This is an optimization exercise on Yosys and OpenROAD, whose aim is small area, not a production implementation. Function was checked by simulation only, so behaviour that the tests miss may differ from the original. The clock port is modelled as an ideal driver, which makes a skipped or thinned clock tree look cheaper than it is; a real chip needs a root buffer or a tree. Power figures rest on the tool's default switching activity, not on a simulated workload.

Design Top, start of the top module:
module Top(
    input wire clk,
    input en, reset, HourP, minuteP,
    output wire [7:0] cathode,
    output wire [7:0] AN
    );
    reg [8:0] rc;
    wire rtick = rc[3] & ~(rc[1] | rc[2] | rc[4] | rc[5] | rc[6] | rc[7]);
    always @(posedge clk)
        if (reset) rc <= 9'd182;
        else       rc <= {rc[7:0], rc[8] ^ rc[4] ^ rtick};
    reg [9:0] tc;
    wire ttick = ~(tc[1] | tc[2] | tc[3] | tc[4] | tc[5] | tc[6] | tc[7]);
    always @(posedge clk)
        if (reset) tc <= 10'd282;
        else       tc <= {tc[8:0], tc[9] ^ tc[6] ^ ttick};
    reg [2:0] DP;
    always @(posedge clk)
        if (reset)      DP <= 3'b001;
        else if (rtick) DP <= {DP[1:0], DP[2] ^ DP[1]};
    localparam OP_NONE = 2'd0, OP_HOUR = 2'd3, OP_MIN = 2'd2, OP_SEC = 2'd1;
    reg [3:0] sub;
    reg [1:0] op;
    wire sub11 = sub[3] & sub[1] & sub[0];                 
    always @(posedge clk)
        if (reset) begin
            sub <= 4'd0;
            op  <= OP_NONE;
        end else if (ttick) begin
            if (HourP)        op <= OP_HOUR;
            else if (minuteP) op <= OP_MIN;
            else if (en) begin
  ...
export LEC_CHECK = 0
export CAP_MARGIN = 20
export CORE_AREA = 2 2 62 62
export DIE_AREA = 0 0 64 64
export SLEW_MARGIN = 20
create_clock -name core_clock -period 6.0 [get_ports {clk}]
standard.sh (not shown) runs the stock make flow with config.mk's settings and CLKGATE_MAP_FILE= SYNTH_SCRIPT=/design/flow/synth_recipe.tcl, a recipe that flattens the netlist after the stock synthesis.
==> flow/flow/run.sh <==
#!/bin/bash
# The standard layout (standard.sh) with these changes:
#  - synthesis maps the logic with a pool of area-oriented ABC scripts and
#    keeps the smallest mapping (multi_abc.tcl), instead of ORFS's speed
#    script; everything else in synthesis is the standard flow's own script
#    (synth_recipe.tcl), so the registers are the same;
#  - synthesis leaves adders to ABC instead of mapping them to half-adder
#    cells (ADDER_MAP_FILE empty);
#  - the port buffers are the smallest buffer (buf_1);
#  - the clock tree uses clkbuf_8 only and no dummy loads;
#  - after placement, logic cells are downsized (downsize.tcl);
#  - after CTS, the clock tree is replaced by ONEBUF_K buffers fed by the
#    clock port, each driving the flip-flops nearest to it (kbuf.tcl);
#  - one tie cell drives all the constant outputs (SKIP_REPAIR_TIE_FANOUT).
set -euo pipefail
HERE=$(cd "$(dirname "$0")" && pwd)
WORK=$(pwd)
cat > my_synth.tcl <<TCL
source $HERE/multi_abc.tcl
source $WORK/synth_recipe.tcl
TCL
sed -e "s#SYNTH_SCRIPT=[^ ]*#SYNTH_SCRIPT=$WORK/my_synth.tcl#" \
    -e "s#CLKGATE_MAP_FILE= #CLKGATE_MAP_FILE= ADDER_MAP_FILE= #" standard.sh > my_standard.sh
grep -q "ADDER_MAP_FILE= " my_standard.sh
grep -q "SYNTH_SCRIPT=$WORK/my_synth.tcl" my_standard.sh
export BUFFER_PORTS_ARGS="-buffer_cell sky130_fd_sc_hd__buf_1"
export CTS_ARGS="-sink_clustering_enable -repair_clock_nets -sink_clustering_size 50 -sink_clustering_max_diameter 500 -buf_list sky130_fd_sc_hd__clkbuf_8 -dont_use_dummy_load"
export POST_RESIZE_TCL="$HERE/downsize.tcl"
export POST_CTS_TCL="$HERE/kbuf.tcl"
export ONEBUF_CLK_PORT=clk
export ONEBUF_CELL=sky130_fd_sc_hd__clkbuf_8
export ONEBUF_K=3
export SKIP_REPAIR_TIE_FANOUT=1
bash my_standard.sh > flow.log 2>&1
==> flow/flow/multi_abc.tcl <==
set ABC_PRE {
  {}
  {balance; rewrite; refactor; balance; rewrite -z; refactor -z; rewrite -z; balance}
  {dc2}
  {dc2; dc2}
  {resub -K 6; rewrite -z; resub -K 8}
  {&get -n; &st; &syn2; &put}
  {&get -n; &st; &dc2; &put}
  {&get -n; &st; &synch2; &put}
  {ifraig; dc2}
  {balance; rewrite -z; refactor -z}
  {dc2; resub -K 6; dc2}
  {&get -n; &st; &syn3; &put}
  {&get -n; &st; &syn4; &put}
  {rewrite; rewrite -z; resub -K 6 -N 2}
  {dc2; balance; rewrite -z; refactor -z}
  {&get -n; &st; &syn2; &dc2; &put}
}
set YOSYS_PRE {
  {}
  {opt -full; opt_clean}
}
set ABC_MAP {
  {dch; amap}
  {dch -f; amap}
  {dch; amap -m}
  {dch -f; amap -F 5 -A 5}
  {dch; map -a}
  {dch -f; amap -F 10 -A 10}
}
proc abc {args} {
  set i [lsearch -exact $args -script]
  if {$i < 0} { yosys abc {*}$args; return }
  set lib [lindex $args [expr {[lsearch -exact $args -liberty] + 1}]]
  design -save multi_pre
  set best ""
  set besta 1e30
  set k 0
  foreach ypre $::YOSYS_PRE {
  foreach pre $::ABC_PRE {
    foreach map $::ABC_MAP {
      set f [file join $::env(OBJECTS_DIR) multi_abc_$k.abc]
      set fh [open $f w]
      puts $fh [join [split "strash; $pre; $map" ";"] "\n"]
      close $fh
      design -load multi_pre
      foreach c [split $ypre ";"] { if {[string trim $c] ne ""} { yosys {*}[string trim $c] } }
      lset args [expr {$i + 1}] $f
      if {[catch {yosys abc {*}$args} err]} {
        puts "multi-abc: script $k failed"
        incr k
        continue
      }
      set st [tee -q -s result.string stat -liberty $lib]
      if {[regexp {Chip area for module '[^']*': ([0-9.]+)} $st -> a]} {
        puts "multi-abc: script $k ($ypre | $pre | $map) area $a"
        if {$a < $besta} { set besta $a; set best $k; design -save multi_best }
      }
      incr k
    }
  }
  }
  puts "multi-abc: using script $best ($besta)"
  design -load multi_best
}
Other scripts of this flow, unchanged in this note and not shown: flow/flow/downsize.tcl, flow/flow/kbuf.tcl
Change:
--- a/flow/flow/multi_abc.tcl
+++ b/flow/flow/multi_abc.tcl
@@ -17,8 +17,4 @@
   {&get -n; &st; &syn2; &dc2; &put}
 }
-set YOSYS_PRE {
-  {}
-  {opt -full; opt_clean}
-}
 set ABC_MAP {
   {dch; amap}
@@ -37,5 +33,4 @@
   set besta 1e30
   set k 0
-  foreach ypre $::YOSYS_PRE {
   foreach pre $::ABC_PRE {
     foreach map $::ABC_MAP {
@@ -45,5 +40,4 @@
       close $fh
       design -load multi_pre
-      foreach c [split $ypre ";"] { if {[string trim $c] ne ""} { yosys {*}[string trim $c] } }
       lset args [expr {$i + 1}] $f
       if {[catch {yosys abc {*}$args} err]} {
@@ -54,5 +48,5 @@
       set st [tee -q -s result.string stat -liberty $lib]
       if {[regexp {Chip area for module '[^']*': ([0-9.]+)} $st -> a]} {
-        puts "multi-abc: script $k ($ypre | $pre | $map) area $a"
+        puts "multi-abc: script $k ($pre | $map) area $a"
         if {$a < $besta} { set besta $a; set best $k; design -save multi_best }
       }
@@ -60,5 +54,4 @@
     }
   }
-  }
   puts "multi-abc: using script $best ($besta)"
   design -load multi_best
The new run finished with timing, DRC and antenna clean.
Synthesized cell count grows by 2.8%.
Synthesized area grows by 0.80%.
Sequential share of layout area fell by 0.35 points.
Utilization climbs by 0.44 points.
Final cell count climbs by 2.1%.
Cell area rises by 0.74%.
Power came out higher by 0.44%.
Global-route usage fell by 0.23 points.
In every run of this note, the design's own scripts or RTL, not TritonCTS, make the clock network.

========
Setup of v29:
Another version of the RTL of Top (not shown whole).
Size: roughly 250 cells after synthesis, roughly 48 flip-flops, ~21 I/O pins, about 2100 um2 of cells after synthesis.
==> flow/config.mk <==
export PLATFORM = sky130hd
export DESIGN_NAME = Top
export DESIGN_NICKNAME = Top
export VERILOG_FILES = /design/flow/design.v
export SDC_FILE = /design/flow/constraint.sdc
export NUM_CORES = 4
export LEC_CHECK = 0
export CAP_MARGIN = 20
export CORE_MARGIN = 2
export CORE_UTILIZATION = 40
export SLEW_MARGIN = 20
==> flow/constraint.sdc <==
create_clock -name core_clock -period 6.0 [get_ports {clk}]
set_input_delay 1.2000 -clock core_clock [delete_from_list [all_inputs] [get_ports {clk}]]
set_output_delay 1.2000 -clock core_clock [all_outputs]
set_load 0.01 [all_outputs]
==> flow/flow/run.sh <==
#!/bin/bash
# The standard layout (standard.sh) with these changes:
#  - synthesis maps the logic with an area-oriented ABC script (area.abc)
#    instead of ORFS's speed script; everything else in synthesis is
#    the standard flow's own script (synth_recipe.tcl), so the registers are the same;
#  - the port buffers are the smallest buffer (buf_1);
#  - the clock tree uses clkbuf_8 only and no dummy loads;
#  - after placement, logic cells are downsized (downsize.tcl).
set -euo pipefail
HERE=$(cd "$(dirname "$0")" && pwd)
WORK=$(pwd)
cat > my_synth.tcl <<TCL
proc abc {args} {
  set i [lsearch -exact \$args -script]
  if {\$i >= 0} { lset args [expr {\$i + 1}] $HERE/area.abc }
  yosys abc {*}\$args
}
source $WORK/synth_recipe.tcl
TCL
sed "s#SYNTH_SCRIPT=[^ ]*#SYNTH_SCRIPT=$WORK/my_synth.tcl#" standard.sh > my_standard.sh
grep -q "SYNTH_SCRIPT=$WORK/my_synth.tcl" my_standard.sh
export BUFFER_PORTS_ARGS="-buffer_cell sky130_fd_sc_hd__buf_1"
export CTS_ARGS="-sink_clustering_enable -repair_clock_nets -sink_clustering_size 50 -sink_clustering_max_diameter 500 -buf_list sky130_fd_sc_hd__clkbuf_8 -dont_use_dummy_load"
export POST_RESIZE_TCL="$HERE/downsize.tcl"
bash my_standard.sh > flow.log 2>&1
==> flow/flow/area.abc <==
strash
balance
rewrite
refactor
balance
rewrite -z
refactor -z
rewrite -z
balance
dch -f
amap
==> flow/flow/downsize.tcl <==
# Swap every logic cell for the smallest-area cell of the same function
# (same name but drive strength), then let repair_design fix any slew or
# capacitance violation this makes. Flip-flops and buffers are left alone.
set db [ord::get_db]
set block [ord::get_db_block]
set n 0
foreach inst [$block getInsts] {
  set m [$inst getMaster]
  set name [$m getName]
  if {![regexp {^(sky130_fd_sc_hd__[a-z0-9]+)_([0-9]+)$} $name -> base drive]} { continue }
  if {[regexp {df|dl|buf|conb|tap|fill|decap|diode} $base]} { continue }
  set best $name
  set bestw [$m getWidth]
  foreach d {0 1 2 3 4 6 8 12 16} {
    set cm [$db findMaster ${base}_$d]
    if {$cm == "NULL" || $cm == ""} { continue }
    if {[$cm getWidth] < $bestw} { set best ${base}_$d; set bestw [$cm getWidth] }
  }
  if {$best ne $name} {
    replace_cell [$inst getName] $best
    incr n
  }
}
puts "downsize: swapped $n cells"
estimate_parasitics -placement
repair_design
report_worst_slack
v29: full flow OK, the timing, DRC and antenna checks passed
Input-level comparison between v16 and v29:
==> flow/run.sh (new file) <==
#!/bin/bash
# synth_recipe.tcl (not shown) runs the flow's synth.tcl, then flattens the netlist and writes it again
# the make line also repeats each setting of config.mk as NAME=value (left out here)
make -C /OpenROAD-flow-scripts/flow DESIGN_CONFIG=/design/flow/config.mk WORK_HOME=/design/flow/orfs CLKGATE_MAP_FILE= SYNTH_SCRIPT=/design/flow/synth_recipe.tcl finish
removed: flow/flow/run.sh
removed: flow/flow/area.abc
removed: flow/flow/downsize.tcl
removed: flow/standard.sh
Results
No stage failed in v16, and the final checks on the layout all came back clean. Compared to v29, v16 has maximum number of pins on one net before global-route repair 7 lower. Relative to v29, combinational power increased by about 33% in v16. Final period demand of the worst path on v16 is down relative to v29. v29 → v16: overall power after layout flat; count of pins over their slew limit flat; die width up 5.1%; post-synthesis adder-cell area fraction down 0.53 points; sequential cell area share down 4.3 points. Run comparison: v29 combinational family with the most area after synthesis compound AO/OA/AOI/OAI gates; v16 combinational family with the most area after synthesis simple AND/OR/NAND/NOR gates. Re setup slack: v29 was lower than v16. Cell type of the slowest stage on the worst timing path = sky130_fd_sc_hd__nor3_1: v29; cell type of the slowest stage on the worst timing path = sky130_fd_sc_hd__dfxtp_1: v16. Post-layout instance area on v16 is up relative to v29.
Edits applied to the flow inputs when going from v16 to v39:
- putting CTS_BUF_LIST at sky130_fd_sc_hd__clkbuf_2 sky130_fd_sc_hd__clkbuf_4 where nothing was set
- putting CTS_CLUSTER_DIAMETER at 500 where nothing was set
- putting CTS_CLUSTER_SIZE at 30 where nothing was set
Notes after the runs:
Changes observed in v39 relative to v16: worst hold margin rose by 0.0090 ns; global-route usage now sits higher; maximum vdd ir drop shrank by 0.0097 mV.
v16 and v39 ended up with roughly the same fill cell total of the finished layout.
Between v39 and v16, the sequential share of layout area is lower for v16.
What v25 does differently from v39 at the input level:
- CTS_CLUSTER_SIZE removed (was 30)
- CTS_CLUSTER_DIAMETER removed (was 500)
- CTS_BUF_LIST removed (was sky130_fd_sc_hd__clkbuf_2 sky130_fd_sc_hd__clkbuf_4)
==> flow/flow/run.sh (new file) <==
#!/bin/bash
# Standard layout, with the port buffers made from the smallest buffer, a
# clock tree of clkbuf_8 only, and logic cells downsized after placement.
set -euo pipefail
HERE=$(cd "$(dirname "$0")" && pwd)
export BUFFER_PORTS_ARGS="-buffer_cell sky130_fd_sc_hd__buf_1"
export CTS_ARGS="-sink_clustering_enable -repair_clock_nets -sink_clustering_size 50 -sink_clustering_max_diameter 500 -buf_list sky130_fd_sc_hd__clkbuf_8 -dont_use_dummy_load"
export POST_RESIZE_TCL="$HERE/downsize.tcl"
bash standard.sh > standard_flow.log 2>&1
==> flow/flow/downsize.tcl (new file) <==
# Swap every logic cell for the smallest-area cell of the same function
# (same name but drive strength), then let repair_design fix any slew or
# capacitance violation this makes. Flip-flops and buffers are left alone.
set db [ord::get_db]
set block [ord::get_db_block]
set n 0
foreach inst [$block getInsts] {
  set m [$inst getMaster]
  set name [$m getName]
  if {![regexp {^(sky130_fd_sc_hd__[a-z0-9]+)_([0-9]+)$} $name -> base drive]} { continue }
  if {[regexp {df|dl|buf|conb|tap|fill|decap|diode} $base]} { continue }
  set best $name
  set bestw [$m getWidth]
  foreach d {0 1 2 3 4 6 8 12 16} {
    set cm [$db findMaster ${base}_$d]
    if {$cm == "NULL" || $cm == ""} { continue }
    if {[$cm getWidth] < $bestw} { set best ${base}_$d; set bestw [$cm getWidth] }
  }
  if {$best ne $name} {
    replace_cell [$inst getName] $best
    incr n
  }
}
puts "downsize: swapped $n cells"
estimate_parasitics -placement
repair_design
report_worst_slack
==> flow/standard.sh (new file) <==
#!/bin/bash
# synth_recipe.tcl (not shown) runs the flow's synth.tcl, then flattens the netlist and writes it again
# the make line also repeats each setting of config.mk as NAME=value (left out here)
make -C /OpenROAD-flow-scripts/flow DESIGN_CONFIG=/design/flow/config.mk WORK_HOME=/design/flow/orfs CLKGATE_MAP_FILE= SYNTH_SCRIPT=/design/flow/synth_recipe.tcl "${@:-finish}"
removed: flow/run.sh
--- outcome ---
Comparing the two runs side by side, v25 comes out behind v39 on worst hold slack. Relative to v39, sequential group share of total power has decreased by 5.2 points in v25. [compare] base=v39 new=v25: final cycle utilization of the critical path fell by 7.2 points; net switching share of the total power fell by 0.62 points; final core utilization fell by 2.3 points; sequential share of layout area rose by 1.9 points. HPWL after detailed placement in v25 is about 2.7% below v39. Relative to v39, the weighted congestion at the end of routability-driven global placement measured on v25 has increased by a few percent. Between v25 and v39, the global-route usage is higher for v39. Taking v39 as the reference, in v25 maximum operating frequency went up about 11%; total power went up 0.038 mW.
[inputs] v35 vs v25
--- a/flow/flow/run.sh
+++ b/flow/flow/run.sh
@@ -2,2 +2 @@
-# Standard layout, with the port buffers made from the smallest buffer, a
-# clock tree of clkbuf_8 only, and logic cells downsized after placement.
+# Standard layout, with the port buffers made from the smallest buffer.
@@ -5 +3,0 @@
-HERE=$(cd "$(dirname "$0")" && pwd)
@@ -8 +5,0 @@
-export POST_RESIZE_TCL="$HERE/downsize.tcl"
removed: flow/flow/downsize.tcl
==> notes.md <==
Global-route usage over all layers was higher in v25 than in v35. Ratio of cells with drive above 1 in the final layout in v35 is 1.8 points higher than in v25. Against v25, v35 reports a post-route standard cell area excluding fillers that is higher. On v35: fmax is 1.2 MHz lower than what v25 gave.

========
old:
Top again, from the RTL that the note above started with.
export LEC_CHECK = 0
export CAP_MARGIN = 20
export CORE_MARGIN = 2
export CORE_UTILIZATION = 70
export SLEW_MARGIN = 20
create_clock -name core_clock -period 6.0 [get_ports {clk}]
==> flow/flow/run.sh <==
#!/bin/bash
# The standard layout (standard.sh) with these changes:
#  - synthesis maps the logic with an area-oriented ABC script (area.abc)
#    instead of ORFS's speed script; everything else in synthesis is
#    the standard flow's own script (synth_recipe.tcl), so the registers are the same;
#  - synthesis leaves adders to ABC instead of mapping them to half-adder
#    cells (ADDER_MAP_FILE empty);
#  - the port buffers are the smallest buffer (buf_1);
#  - the clock tree uses clkbuf_8 only and no dummy loads;
#  - after placement, logic cells are downsized (downsize.tcl);
#  - after CTS, the clock tree is replaced by ONEBUF_K buffers fed by the
#    clock port, each driving the flip-flops nearest to it (kbuf.tcl).
set -euo pipefail
HERE=$(cd "$(dirname "$0")" && pwd)
WORK=$(pwd)
cat > my_synth.tcl <<TCL
proc abc {args} {
  set i [lsearch -exact \$args -script]
  if {\$i >= 0} { lset args [expr {\$i + 1}] $HERE/area.abc }
  yosys abc {*}\$args
}
source $WORK/synth_recipe.tcl
TCL
sed -e "s#SYNTH_SCRIPT=[^ ]*#SYNTH_SCRIPT=$WORK/my_synth.tcl#" \
    -e "s#CLKGATE_MAP_FILE= #CLKGATE_MAP_FILE= ADDER_MAP_FILE= #" standard.sh > my_standard.sh
grep -q "ADDER_MAP_FILE= " my_standard.sh
grep -q "SYNTH_SCRIPT=$WORK/my_synth.tcl" my_standard.sh
export BUFFER_PORTS_ARGS="-buffer_cell sky130_fd_sc_hd__buf_1"
export CTS_ARGS="-sink_clustering_enable -repair_clock_nets -sink_clustering_size 50 -sink_clustering_max_diameter 500 -buf_list sky130_fd_sc_hd__clkbuf_8 -dont_use_dummy_load"
export POST_RESIZE_TCL="$HERE/downsize.tcl"
export POST_CTS_TCL="$HERE/kbuf.tcl"
export ONEBUF_CLK_PORT=clk
export ONEBUF_CELL=sky130_fd_sc_hd__clkbuf_8
export ONEBUF_K=3
export SKIP_REPAIR_TIE_FANOUT=1
bash my_standard.sh > flow.log 2>&1
==> flow/flow/kbuf.tcl <==
# Replace the clock tree that CTS built with one clock buffer that drives
# every flip-flop: the tree's buffers are removed and their sinks moved to
# the new buffer's net. The buffer is placed at the sinks' centroid and
# legalised.
set db [ord::get_db]
set block [ord::get_db_block]
set clk_port_net [[$block findBTerm $::env(ONEBUF_CLK_PORT)] getNet]
set master [$db findMaster $::env(ONEBUF_CELL)]
# the clock tree: every buffer reached from the clock port through buffers
set tree {}
set sinks {}
set front [list $clk_port_net]
while {[llength $front]} {
  set net [lindex $front 0]
  set front [lrange $front 1 end]
  foreach it [$net getITerms] {
    if {![$it isInputSignal]} { continue }
    set inst [$it getInst]
    set mname [[$inst getMaster] getName]
    if {[regexp {clkbuf|clkinv|__buf_|__inv_} $mname] && ![string match clkleaf_* [$inst getName]]} {
      lappend tree $inst
      foreach o [$inst getITerms] {
        if {[$o isOutputSignal] && [$o getNet] ne "NULL"} { lappend front [$o getNet] }
      }
    } else {
      lappend sinks $it
    }
  }
}
puts "onebuf: [llength $tree] tree buffers, [llength $sinks] sinks"
# k-means of the sinks' positions into K groups, one buffer per group
set K $::env(ONEBUF_K)
set pts {}
foreach it $sinks {
  set bb [[$it getInst] getBBox]
  lappend pts [list [expr {([$bb xMin] + [$bb xMax]) / 2.0}] [expr {([$bb yMin] + [$bb yMax]) / 2.0}]]
}
set n [llength $pts]
set sorted [lsort -real -index 0 $pts]
set cents {}
for {set k 0} {$k < $K} {incr k} {
  lappend cents [lindex $sorted [expr {int(($k + 0.5) * $n / $K)}]]
}
for {set iter 0} {$iter < 50} {incr iter} {
  set assign {}
  foreach p $pts {
    set best 0; set bd 1e30
    for {set k 0} {$k < $K} {incr k} {
      set c [lindex $cents $k]
      set d [expr {abs([lindex $p 0] - [lindex $c 0]) + abs([lindex $p 1] - [lindex $c 1])}]
      if {$d < $bd} { set bd $d; set best $k }
    }
    lappend assign $best
  }
  set newc {}
  for {set k 0} {$k < $K} {incr k} {
    set sx 0; set sy 0; set c 0
    foreach p $pts a $assign {
      if {$a == $k} { set sx [expr {$sx + [lindex $p 0]}]; set sy [expr {$sy + [lindex $p 1]}]; incr c }
    }
    if {$c > 0} { lappend newc [list [expr {$sx / $c}] [expr {$sy / $c}]] } else { lappend newc [lindex $cents $k] }
  }
  set cents $newc
}
for {set k 0} {$k < $K} {incr k} {
  set newnet [odb::dbNet_create $block clknet_leaf_$k]
  $newnet setSigType CLOCK
  set buf [odb::dbInst_create $block $master clkleaf_$k]
  set c [lindex $cents $k]
  $buf setLocation [expr {int([lindex $c 0])}] [expr {int([lindex $c 1])}]
  $buf setPlacementStatus PLACED
  foreach it [$buf getITerms] {
    set mt [$it getMTerm]
    if {[$mt getName] eq "A"} { $it connect $clk_port_net }
    if {[$mt getName] eq "X"} { $it connect $newnet }
  }
  set cnt 0
  foreach it $sinks a $assign {
    if {$a == $k} { $it disconnect; $it connect $newnet; incr cnt }
  }
  puts "onebuf: leaf $k drives $cnt sinks"
}
foreach inst $tree {
  foreach it [$inst getITerms] {
    set net [$it getNet]
    if {$net ne "NULL" && [$it isOutputSignal]} {
      $it disconnect
      if {[llength [$net getITerms]] == 0 && [llength [$net getBTerms]] == 0} { odb::dbNet_destroy $net }
    } elseif {$net ne "NULL"} {
      $it disconnect
    }
  }
  odb::dbInst_destroy $inst
}
detailed_placement
check_placement -verbose
estimate_parasitics -placement
report_clock_min_period
puts "onebuf: done"
Other scripts of this flow, unchanged in this note and not shown: flow/flow/area.abc, flow/flow/downsize.tcl
old did not stop at any stage, and its layout met the timing, DRC and antenna checks.
Input-level comparison between new and old:
diff --git a/flow/flow/run.sh b/flow/flow/run.sh
--- a/flow/flow/run.sh
+++ b/flow/flow/run.sh
@@ -32,5 +32,4 @@
 export ONEBUF_CLK_PORT=clk
-export ONEBUF_CELL=sky130_fd_sc_hd__clkbuf_8
-export ONEBUF_K=3
-export SKIP_REPAIR_TIE_FANOUT=1
+export ONEBUF_CELL=sky130_fd_sc_hd__clkbuf_16
+export ONEBUF_K=2
 bash my_standard.sh > flow.log 2>&1
diff --git a/flow/flow/kbuf.tcl b/flow/flow/kbuf.tcl
--- a/flow/flow/kbuf.tcl
+++ b/flow/flow/kbuf.tcl
@@ -95,2 +95,3 @@
 detailed_placement
+if {[info commands report_clock_min_period] ne ""} {}
 check_placement -verbose
Notes after the runs:
new ends up with lower register share of total power than old does. Sort old and new by register-to-register slack, descending, and old comes first. From old to new the numbers moved as follows: total number of vias went up; setup slack went down; area overhead of the layout relative to synthesis went up; timing-limited maximum frequency went down. Relative to old, the wire length of new is higher by about 4.6%. Looking at number of multi-input combinational cells, new sits 2 above old. Placed instance area in new is 7.5 sq um higher than in old. Fraction of met1 tracks used by global routing is higher on new. Power density over cell area grows by a few percent when moving from old to new.
No run of this note takes its clock network from TritonCTS; it comes from the design's own scripts or RTL.

## afterwards: timing with drivers on the ports
No port has a modelled driver above. Below, the same layouts with a new extraction and two added sets of constraints. Step 1 (the two cells are an assumption about what drives the block):
set clk [get_ports {clk}]
set_driving_cell -lib_cell sky130_fd_sc_hd__clkbuf_16 $clk
set_driving_cell -lib_cell sky130_fd_sc_hd__buf_2 [delete_from_list [all_inputs] $clk]
Step 2 adds t to the input delays and takes it off the output delays; t is the mean of the earliest and latest rising clock arrival at the registers after step 1. Input paths then give back, and output paths get back, about the clock's delay inside the block. a / b / c = ideal / step 1 / step 2; a / b = the first two.
| run | t, ns | setup WS [ns] | hold slack, ns | worst register clock-pin slew, ns | worst slew at a driven data input, ns |
|---|---|---|---|---|---|
| the first run of note 1 | 0.198 | 2.116 / 2.070 / 2.267 | 0.425 / 0.425 / 0.425 | 0.10 / 0.10 | 0.03 |
| the second run of note 1 | 0.191 | 1.935 / 1.893 / 2.084 | 0.431 / 0.431 / 0.431 | 0.11 / 0.11 | 0.03 |
| v29 | 0.321 | 1.775 / 1.748 / 2.068 | 0.441 / 0.441 / 0.441 | 0.10 / 0.10 | 0.03 |
| v16 | 0.308 | 1.864 / 1.839 / 2.147 | 0.411 / 0.411 / 0.411 | 0.08 / 0.08 | 0.03 |
| v39 | 0.363 | 1.795 / 1.771 / 2.134 | 0.420 / 0.420 / 0.420 | 0.12 / 0.12 | 0.03 |
| v25 | 0.315 | 2.225 / 2.196 / 2.511 | 0.417 / 0.417 / 0.417 | 0.08 / 0.08 | 0.03 |
| v35 | 0.316 | 2.209 / 2.182 / 2.497 | 0.412 / 0.412 / 0.412 | 0.09 / 0.09 | 0.03 |
| old | 0.195 | 2.144 / 2.099 / 2.294 | 0.438 / 0.438 / 0.438 | 0.11 / 0.11 | 0.03 |
| new | 0.195 | 2.130 / 2.087 / 2.282 | 0.432 / 0.432 / 0.432 | 0.10 / 0.10 | 0.03 |
After both steps setup and hold are still met in every run listed.
